This is an optimization exercise on Yosys and OpenROAD, whose aim is small area, not a production implementation. The RTL was checked by simulation tests, not by an equivalence proof against the original design. Power figures rest on the tool's default switching activity, not on a simulated workload. No driver is modelled on the clock port, so clocking that relies on it looks cheaper here than on a real chip.

Setup of v6:
==> flow/design.v <==
module ospi_flash(
    input wire clk,
    output wire [7:0] OSPI_IO_out,
    output wire OSPI_IO_oe,
    input wire OSPI_CS,
    input wire reset_n,
    input wire write_enable,
    input wire read_enable,
    input wire erase_enable,
    input wire [7:0] data_in,
    input wire [23:0] address,
    output reg [7:0] data_out,
    input wire HOLD_N,
    input wire [1:0] mode
);
    reg hold_active;
    reg ph;                        
    reg [7:0] st [0:255];          
    wire [7:0] a = address[7:0];
    wire act = !hold_active && !OSPI_CS;
    wire we  = reset_n && act && (write_enable || erase_enable);
    wire [7:0] wd = we ? ((erase_enable ? 8'hFF : data_in) ^ {8{ph}}) : 8'hFF;
    wire [15:0] pa, pb, pan, pbwn;
    genvar i, j, b;
    generate
        for (i = 0; i < 16; i = i + 1) begin : g_pre
            assign pa[i]   = (a[3:0] == i);
            assign pb[i]   = (a[7:4] == i);
            assign pan[i]  = ~pa[i];
            assign pbwn[i] = ~(we & pb[i]);
        end
    endgenerate
    wire [255:0] sn, w;
    wire [7:0] nx [0:255];
    wire [7:0] hit [0:127];
    generate
        for (j = 0; j < 16; j = j + 1) begin : g_hi
            for (i = 0; i < 16; i = i + 1) begin : g_lo
                localparam integer R = 16 * j + i;
                ospi_nand2 u_sn (.a(pa[i]), .b(pb[j]), .y(sn[R]));
                ospi_nor2  u_w  (.a(pan[i]), .b(pbwn[j]), .y(w[R]));
                for (b = 0; b < 8; b = b + 1) begin : g_bit
                    ospi_oai22 u_nx (.a1(st[R][b]), .a2(w[R]), .b1(wd[b]), .b2(sn[R]), .y(nx[R][b]));
                end
                always @(posedge clk)
                    st[R] <= nx[R];
            end
        end
        for (i = 0; i < 128; i = i + 1) begin : g_pair
            for (b = 0; b < 8; b = b + 1) begin : g_bit
                ospi_oai22 u_hit (.a1(st[2*i][b]), .a2(sn[2*i]), .b1(st[2*i+1][b]), .b2(sn[2*i+1]), .y(hit[i][b]));
            end
        end
    endgenerate
    wire [7:0] l2 [0:7];
    wire [7:0] sel;
    generate
        for (b = 0; b < 8; b = b + 1) begin : g_or
            for (i = 0; i < 8; i = i + 1) begin : g_l2
                ospi_or16 u (.x({hit[16*i+15][b], hit[16*i+14][b], hit[16*i+13][b], hit[16*i+12][b],
                                 hit[16*i+11][b], hit[16*i+10][b], hit[16*i+9][b],  hit[16*i+8][b],
                                 hit[16*i+7][b],  hit[16*i+6][b],  hit[16*i+5][b],  hit[16*i+4][b],
                                 hit[16*i+3][b],  hit[16*i+2][b],  hit[16*i+1][b],  hit[16*i][b]}),
                             .y(l2[i][b]));
            end
            ospi_or8 u_l3 (.x({l2[7][b], l2[6][b], l2[5][b], l2[4][b], l2[3][b], l2[2][b], l2[1][b], l2[0][b]}),
                           .y(sel[b]));
        end
    endgenerate
    wire [7:0] d = sel ^ {8{~ph}};
    always @(posedge clk)
        ph <= ~ph;
    always @(posedge clk or negedge reset_n) begin
        if (!reset_n) begin
            data_out <= 8'hFF;
            hold_active <= 1'b0;
        end else begin
            hold_active <= !HOLD_N;
            if (act && read_enable)
                data_out <= d;
        end
    end
    assign OSPI_IO_oe = act && read_enable;
    reg [7:0] perm;
    always @(*) begin
        case (mode)
            2'b00: perm = d;
            2'b01: perm = {d[3:0], d[7:4]};
            2'b10: perm = {d[1:0], d[3:2], d[5:4], d[7:6]};
            default: perm = {d[0], d[1], d[2], d[3], d[4], d[5], d[6], d[7]};
        endcase
    end
    assign OSPI_IO_out = OSPI_IO_oe ? perm : 8'h00;
endmodule
module ospi_oai22(input wire a1, input wire a2, input wire b1, input wire b2, output wire y);
    assign y = ~((a1 | a2) & (b1 | b2));
endmodule
module ospi_nand2(input wire a, input wire b, output wire y);
    assign y = ~(a & b);
endmodule
module ospi_nor2(input wire a, input wire b, output wire y);
    assign y = ~(a | b);
endmodule
module ospi_or16(input wire [15:0] x, output wire y);
    assign y = |x;
endmodule
module ospi_or8(input wire [7:0] x, output wire y);
    assign y = |x;
endmodule
Settings: LEC_CHECK=0, CAP_MARGIN=25, CORE_MARGIN=2, CORE_UTILIZATION=80, CTS_BUF_LIST=sky130_fd_sc_hd__clkbuf_16, CTS_CLUSTER_DIAMETER=80, CTS_CLUSTER_SIZE=30, PLACE_DENSITY=0.9, SLEW_MARGIN=25, SYNTH_HIERARCHICAL=1, SYNTH_MINIMUM_KEEP_SIZE=0; clock period 14.0 ns.
standard.sh (not shown) runs the stock make flow with config.mk's settings and CLKGATE_MAP_FILE= SYNTH_SCRIPT=/design/flow/synth_recipe.tcl, a recipe that flattens the netlist after the stock synthesis.
==> flow/flow/run.sh <==
#!/bin/bash
# The standard layout, with two changes: port buffers use the smallest
# buffer cell, and clock tree synthesis inserts no dummy loads.
set -euo pipefail
export BUFFER_PORTS_ARGS="-buffer_cell sky130_fd_sc_hd__buf_1"
export CTS_ARGS="-sink_clustering_enable -repair_clock_nets -dont_use_dummy_load -buf_list sky130_fd_sc_hd__clkbuf_16 -sink_clustering_size 30 -sink_clustering_max_diameter 80"
bash standard.sh > standard.log 2>&1
The inputs of v7 differ from those of v6 as listed below.
-- flow/design.v --
<<< v6, line 21
    wire we  = reset_n && act && (write_enable || erase_enable);
    wire [7:0] wd = we ? ((erase_enable ? 8'hFF : data_in) ^ {8{ph}}) : 8'hFF;
    wire [15:0] pa, pb, pan, pbwn;
    genvar i, j, b;
    generate
        for (i = 0; i < 16; i = i + 1) begin : g_pre
            assign pa[i]   = (a[3:0] == i);
            assign pb[i]   = (a[7:4] == i);
            assign pan[i]  = ~pa[i];
            assign pbwn[i] = ~(we & pb[i]);
        end
    endgenerate
    wire [255:0] sn, w;
    wire [7:0] nx [0:255];
>>> v7, line 21
    wire we  = reset_n && act && (write_enable || erase_enable);
    wire [7:0] wd = we ? ((erase_enable ? 8'hFF : data_in) ^ {8{ph}}) : 8'hFF;
    wire [15:0] pa, pb;
    genvar i, j, b;
    generate
        for (i = 0; i < 16; i = i + 1) begin : g_pre
            assign pa[i] = (a[3:0] == i);
            assign pb[i] = (a[7:4] == i);
        end
    endgenerate
    wire wen = ~we;
    wire [255:0] sn, w;
    wire [7:0] nx [0:255];
<<< v6, line 39
                localparam integer R = 16 * j + i;
                ospi_nand2 u_sn (.a(pa[i]), .b(pb[j]), .y(sn[R]));
                ospi_nor2  u_w  (.a(pan[i]), .b(pbwn[j]), .y(w[R]));
                for (b = 0; b < 8; b = b + 1) begin : g_bit
                    ospi_oai22 u_nx (.a1(st[R][b]), .a2(w[R]), .b1(wd[b]), .b2(sn[R]), .y(nx[R][b]));
>>> v7, line 38
                localparam integer R = 16 * j + i;
                ospi_nand2 u_sn (.a(pa[i]), .b(pb[j]), .y(sn[R]));
                ospi_nor2  u_w  (.a(sn[R]), .b(wen), .y(w[R]));
                for (b = 0; b < 8; b = b + 1) begin : g_bit
                    ospi_oai22 u_nx (.a1(st[R][b]), .a2(w[R]), .b1(wd[b]), .b2(sn[R]), .y(nx[R][b]));
<<< v6, line 54
    endgenerate
    wire [7:0] l2 [0:7];
    wire [7:0] sel;
    generate
>>> v7, line 53
    endgenerate
    wire [7:0] l2 [0:7];
    wire [7:0] l3 [0:3];
    wire [7:0] sel;
    generate
<<< v6, line 64
                             .y(l2[i][b]));
            end
            ospi_or8 u_l3 (.x({l2[7][b], l2[6][b], l2[5][b], l2[4][b], l2[3][b], l2[2][b], l2[1][b], l2[0][b]}),
                           .y(sel[b]));
        end
    endgenerate
>>> v7, line 64
                             .y(l2[i][b]));
            end
            for (i = 0; i < 4; i = i + 1) begin : g_l3
                ospi_nor2 u (.a(l2[2*i][b]), .b(l2[2*i+1][b]), .y(l3[i][b]));
            end
            ospi_nand4 u_l4 (.a(l3[0][b]), .b(l3[1][b]), .c(l3[2][b]), .d(l3[3][b]), .y(sel[b]));
        end
    endgenerate
<<< v6, line 82
    end
    assign OSPI_IO_oe = act && read_enable;
    reg [7:0] perm;
    always @(*) begin
        case (mode)
            2'b00: perm = d;
            2'b01: perm = {d[3:0], d[7:4]};
            2'b10: perm = {d[1:0], d[3:2], d[5:4], d[7:6]};
            default: perm = {d[0], d[1], d[2], d[3], d[4], d[5], d[6], d[7]};
        endcase
    end
    assign OSPI_IO_out = OSPI_IO_oe ? perm : 8'h00;
endmodule
module ospi_oai22(input wire a1, input wire a2, input wire b1, input wire b2, output wire y);
>>> v7, line 84
    end
    assign OSPI_IO_oe = act && read_enable;
    wire [3:0] m;
    wire [7:0] p1 = {d[3:0], d[7:4]};
    wire [7:0] p2 = {d[1:0], d[3:2], d[5:4], d[7:6]};
    wire [7:0] p3 = {d[0], d[1], d[2], d[3], d[4], d[5], d[6], d[7]};
    generate
        for (i = 0; i < 4; i = i + 1) begin : g_mode
            assign m[i] = OSPI_IO_oe && (mode == i);
        end
        for (b = 0; b < 8; b = b + 1) begin : g_out
            ospi_ao4 u_o (.d({p3[b], p2[b], p1[b], d[b]}), .e(m), .y(OSPI_IO_out[b]));
        end
    endgenerate
endmodule
module ospi_oai22(input wire a1, input wire a2, input wire b1, input wire b2, output wire y);
<<< v6, line 105
    assign y = |x;
endmodule
module ospi_or8(input wire [7:0] x, output wire y);
    assign y = |x;
endmodule
>>> v7, line 109
    assign y = |x;
endmodule
module ospi_nand4(input wire a, input wire b, input wire c, input wire d, output wire y);
    assign y = ~(a & b & c & d);
endmodule
module ospi_ao4(input wire [3:0] d, input wire [3:0] e, output wire y);
    assign y = |(d & e);
endmodule
Results
Comparing area fraction in compound gates after synthesis for v7 and v6, the smaller number came from v6.
Summary — minimum setup slack in the final design, v7 relative to v6: higher, by 0.69 ns.
Measured against v6, the non-clock buffer count of v7 comes out at 0.825 times the reference value.
From v6 to v7 the numbers moved as follows: cell area went down; share of total power consumed by net switching went down; power after layout went down; multi-input logic cell count went down; global-route usage over all layers went down.

* * *

## main
ospi_flash, a different RTL version from the one above (not shown whole).
Size: roughly 6200 cells after synthesis, ~2100 flip-flops, about 58 I/O pins, ~0.065 mm2 of cells after synthesis.
==> module ospi_flash, before the edit <==
module ospi_flash(
    input wire clk,
    output wire [7:0] OSPI_IO_out,
    output wire OSPI_IO_oe,
    input wire OSPI_CS,
    input wire reset_n,
    input wire write_enable,
    input wire read_enable,
    input wire erase_enable,
    input wire [7:0] data_in,
    input wire [23:0] address,
    output reg [7:0] data_out,
    input wire HOLD_N,
    input wire [1:0] mode
);
    reg hold_active;
    reg ph;                        
    reg [7:0] st [0:255];          
    wire [7:0] a = address[7:0];
    wire act = !hold_active && !OSPI_CS;
    wire we  = reset_n && act && (write_enable || erase_enable);
    wire [7:0] wdn = ~((erase_enable ? 8'hFF : data_in) ^ {8{ph}});
    wire [7:0] wd;
    genvar k;
    generate
        for (k = 0; k < 8; k = k + 1) begin : g_wd
            ospi_nand2 u_wd (.a(we), .b(wdn[k]), .y(wd[k]));
        end
    endgenerate
    wire [7:0] an = ~a;
    wire [15:0] pan, pbn, pa, pb;
    genvar i, j, b;
    generate
        for (i = 0; i < 16; i = i + 1) begin : g_pre
            ospi_nand4 u_pan (.a(i & 1 ? a[0] : an[0]), .b(i & 2 ? a[1] : an[1]),
                              .c(i & 4 ? a[2] : an[2]), .d(i & 8 ? a[3] : an[3]), .y(pan[i]));
            ospi_nand4 u_pbn (.a(i & 1 ? a[4] : an[4]), .b(i & 2 ? a[5] : an[5]),
                              .c(i & 4 ? a[6] : an[6]), .d(i & 8 ? a[7] : an[7]), .y(pbn[i]));
            ospi_inv u_pa (.a(pan[i]), .y(pa[i]));
            ospi_inv u_pb (.a(pbn[i]), .y(pb[i]));
        end
    endgenerate
    wire wen = ~we;
    wire [255:0] sn, w;
    wire [7:0] nx [0:255];
    wire [7:0] hit [0:127];
    generate
        for (j = 0; j < 16; j = j + 1) begin : g_hi
            for (i = 0; i < 16; i = i + 1) begin : g_lo
                localparam integer R = 16 * j + i;
                ospi_nand2 u_sn (.a(pa[i]), .b(pb[j]), .y(sn[R]));
                ospi_nor2  u_w  (.a(sn[R]), .b(wen), .y(w[R]));
                for (b = 0; b < 8; b = b + 1) begin : g_bit
                    ospi_oai22 u_nx (.a1(st[R][b]), .a2(w[R]), .b1(wd[b]), .b2(sn[R]), .y(nx[R][b]));
                end
                always @(posedge clk)
                    st[R] <= nx[R];
            end
        end
        for (i = 0; i < 128; i = i + 1) begin : g_pair
            for (b = 0; b < 8; b = b + 1) begin : g_bit
                ospi_oai22 u_hit (.a1(st[2*i][b]), .a2(sn[2*i]), .b1(st[2*i+1][b]), .b2(sn[2*i+1]), .y(hit[i][b]));
            end
        end
    endgenerate
    wire [7:0] l2 [0:7];
    wire [7:0] l3 [0:3];
    wire [7:0] sel;
    generate
        for (b = 0; b < 8; b = b + 1) begin : g_or
            for (i = 0; i < 8; i = i + 1) begin : g_l2
                ospi_or16 u (.x({hit[16*i+15][b], hit[16*i+14][b], hit[16*i+13][b], hit[16*i+12][b],
                                 hit[16*i+11][b], hit[16*i+10][b], hit[16*i+9][b],  hit[16*i+8][b],
                                 hit[16*i+7][b],  hit[16*i+6][b],  hit[16*i+5][b],  hit[16*i+4][b],
                                 hit[16*i+3][b],  hit[16*i+2][b],  hit[16*i+1][b],  hit[16*i][b]}),
                             .y(l2[i][b]));
            end
            for (i = 0; i < 4; i = i + 1) begin : g_l3
                ospi_nor2 u (.a(l2[2*i][b]), .b(l2[2*i+1][b]), .y(l3[i][b]));
            end
            ospi_nand4 u_l4 (.a(l3[0][b]), .b(l3[1][b]), .c(l3[2][b]), .d(l3[3][b]), .y(sel[b]));
        end
    endgenerate
    wire [7:0] d = sel ^ {8{~ph}};
    always @(posedge clk)
        ph <= ~ph;
    always @(posedge clk or negedge reset_n) begin
        if (!reset_n) begin
            data_out <= 8'hFF;
            hold_active <= 1'b0;
        end else begin
            hold_active <= !HOLD_N;
            if (act && read_enable)
                data_out <= d;
        end
    end
    assign OSPI_IO_oe = act && read_enable;
    wire [3:0] m;
    wire [7:0] p1 = {d[3:0], d[7:4]};
    wire [7:0] p2 = {d[1:0], d[3:2], d[5:4], d[7:6]};
    wire [7:0] p3 = {d[0], d[1], d[2], d[3], d[4], d[5], d[6], d[7]};
    generate
        for (i = 0; i < 4; i = i + 1) begin : g_mode
            assign m[i] = OSPI_IO_oe && (mode == i);
        end
        for (b = 0; b < 8; b = b + 1) begin : g_out
            ospi_ao4 u_o (.d({p3[b], p2[b], p1[b], d[b]}), .e(m), .y(OSPI_IO_out[b]));
        end
    endgenerate
endmodule
==> module ospi_inv, before the edit <==
module ospi_inv(input wire a, output wire y);
    assign y = ~a;
endmodule
Settings: LEC_CHECK=0, CAP_MARGIN=25, CORE_MARGIN=2, CORE_UTILIZATION=80, CTS_BUF_LIST=sky130_fd_sc_hd__clkbuf_16, CTS_CLUSTER_DIAMETER=80, CTS_CLUSTER_SIZE=30, PLACE_DENSITY=0.9, SLEW_MARGIN=25, SYNTH_HIERARCHICAL=1, SYNTH_MINIMUM_KEEP_SIZE=0; clock period 14.0 ns.
==> flow/flow/run.sh <==
#!/bin/bash
# The standard layout, with two changes: port buffers use the smallest
# buffer cell, and clock tree synthesis inserts no dummy loads.
set -euo pipefail
export BUFFER_PORTS_ARGS="-buffer_cell sky130_fd_sc_hd__buf_1"
export CTS_ARGS="-sink_clustering_enable -repair_clock_nets -dont_use_dummy_load -buf_list sky130_fd_sc_hd__clkbuf_4 -sink_clustering_buffer sky130_fd_sc_hd__clkbuf_8 -sink_clustering_size 18 -sink_clustering_max_diameter 60"
bash standard.sh > standard.log 2>&1
Looking at the reports, main completed the entire flow and the layout it produced met the timing, DRC and antenna checks.
Inputs modified between main and the feature branch:
-- flow/design.v --
<<< main, line 28
        end
    endgenerate
    wire [7:0] an = ~a;
    wire [15:0] pan, pbn, pa, pb;
    genvar i, j, b;
    generate
        for (i = 0; i < 16; i = i + 1) begin : g_pre
            ospi_nand4 u_pan (.a(i & 1 ? a[0] : an[0]), .b(i & 2 ? a[1] : an[1]),
                              .c(i & 4 ? a[2] : an[2]), .d(i & 8 ? a[3] : an[3]), .y(pan[i]));
            ospi_nand4 u_pbn (.a(i & 1 ? a[4] : an[4]), .b(i & 2 ? a[5] : an[5]),
                              .c(i & 4 ? a[6] : an[6]), .d(i & 8 ? a[7] : an[7]), .y(pbn[i]));
            ospi_inv u_pa (.a(pan[i]), .y(pa[i]));
            ospi_inv u_pb (.a(pbn[i]), .y(pb[i]));
        end
    endgenerate
>>> the feature branch, line 28
        end
    endgenerate
    wire [15:0] pa, pb;
    genvar i, j, b;
    generate
        for (i = 0; i < 16; i = i + 1) begin : g_pre
            assign pa[i] = (a[3:0] == i);
            assign pb[i] = (a[7:4] == i);
        end
    endgenerate
<<< main, line 127
    assign y = |(d & e);
endmodule
module ospi_inv(input wire a, output wire y);
    assign y = ~a;
endmodule
>>> the feature branch, line 122
    assign y = |(d & e);
endmodule
No stage failed in the feature branch, and the final checks on the layout all came back clean.
Of main and the feature branch, the run reporting the higher first-pass GRT wire length was main.
Compared with main, in the feature branch final worst-path setup slack +630 ps; cell count shows no meaningful change; mean number of vias per cell about even; share of post-route cells with drive strength above 1 increased by 0.50 points relative to the old numbers.
[the feature branch] register-to-register slack rose 400 ps relative to main
Changes observed in the feature branch relative to main: total number of vias held steady, compound-gate portion of the synthesized area held steady, critical path depth shrank by 1.
Delta (the feature branch minus main): overall power after layout now sits at about the same level, achievable clock frequency now sits higher, die area now sits at about the same level.

==> separate check: timing with driven ports <==
Ports are ideal in the flow. The routed layouts listed here were re-timed in OpenROAD. Step 1: set_driving_cell puts a clkbuf_16 on clk and a buf_2 on each other input, an assumption about the parent block. Step 2 adds t to the input delays and takes it off the output delays; t is the mean of the earliest and latest rising clock arrival at the registers after step 1. Input paths then give back, and output paths get back, about the clock's delay inside the block. Slacks: ideal ports / drivers / drivers and shift; pairs: ideal ports / drivers.
run	t, ns	slack for setup (ns)	worst setup path at the end	pins driven straight from the clock port
v6	0.750	2.558 / 2.458 / 2.458	input to output	1
v7	0.742	3.244 / 3.184 / 3.184	input to output	1
main	1.143	2.834 / 2.771 / 2.771	input to output	1
the feature branch	1.062	3.463 / 3.408 / 3.408	input to output	1
After both steps every run listed still meets setup and hold. For v6, which loses most, drivers alone change the setup slack by -0.100 ns; drivers and shift together by -0.100 ns.
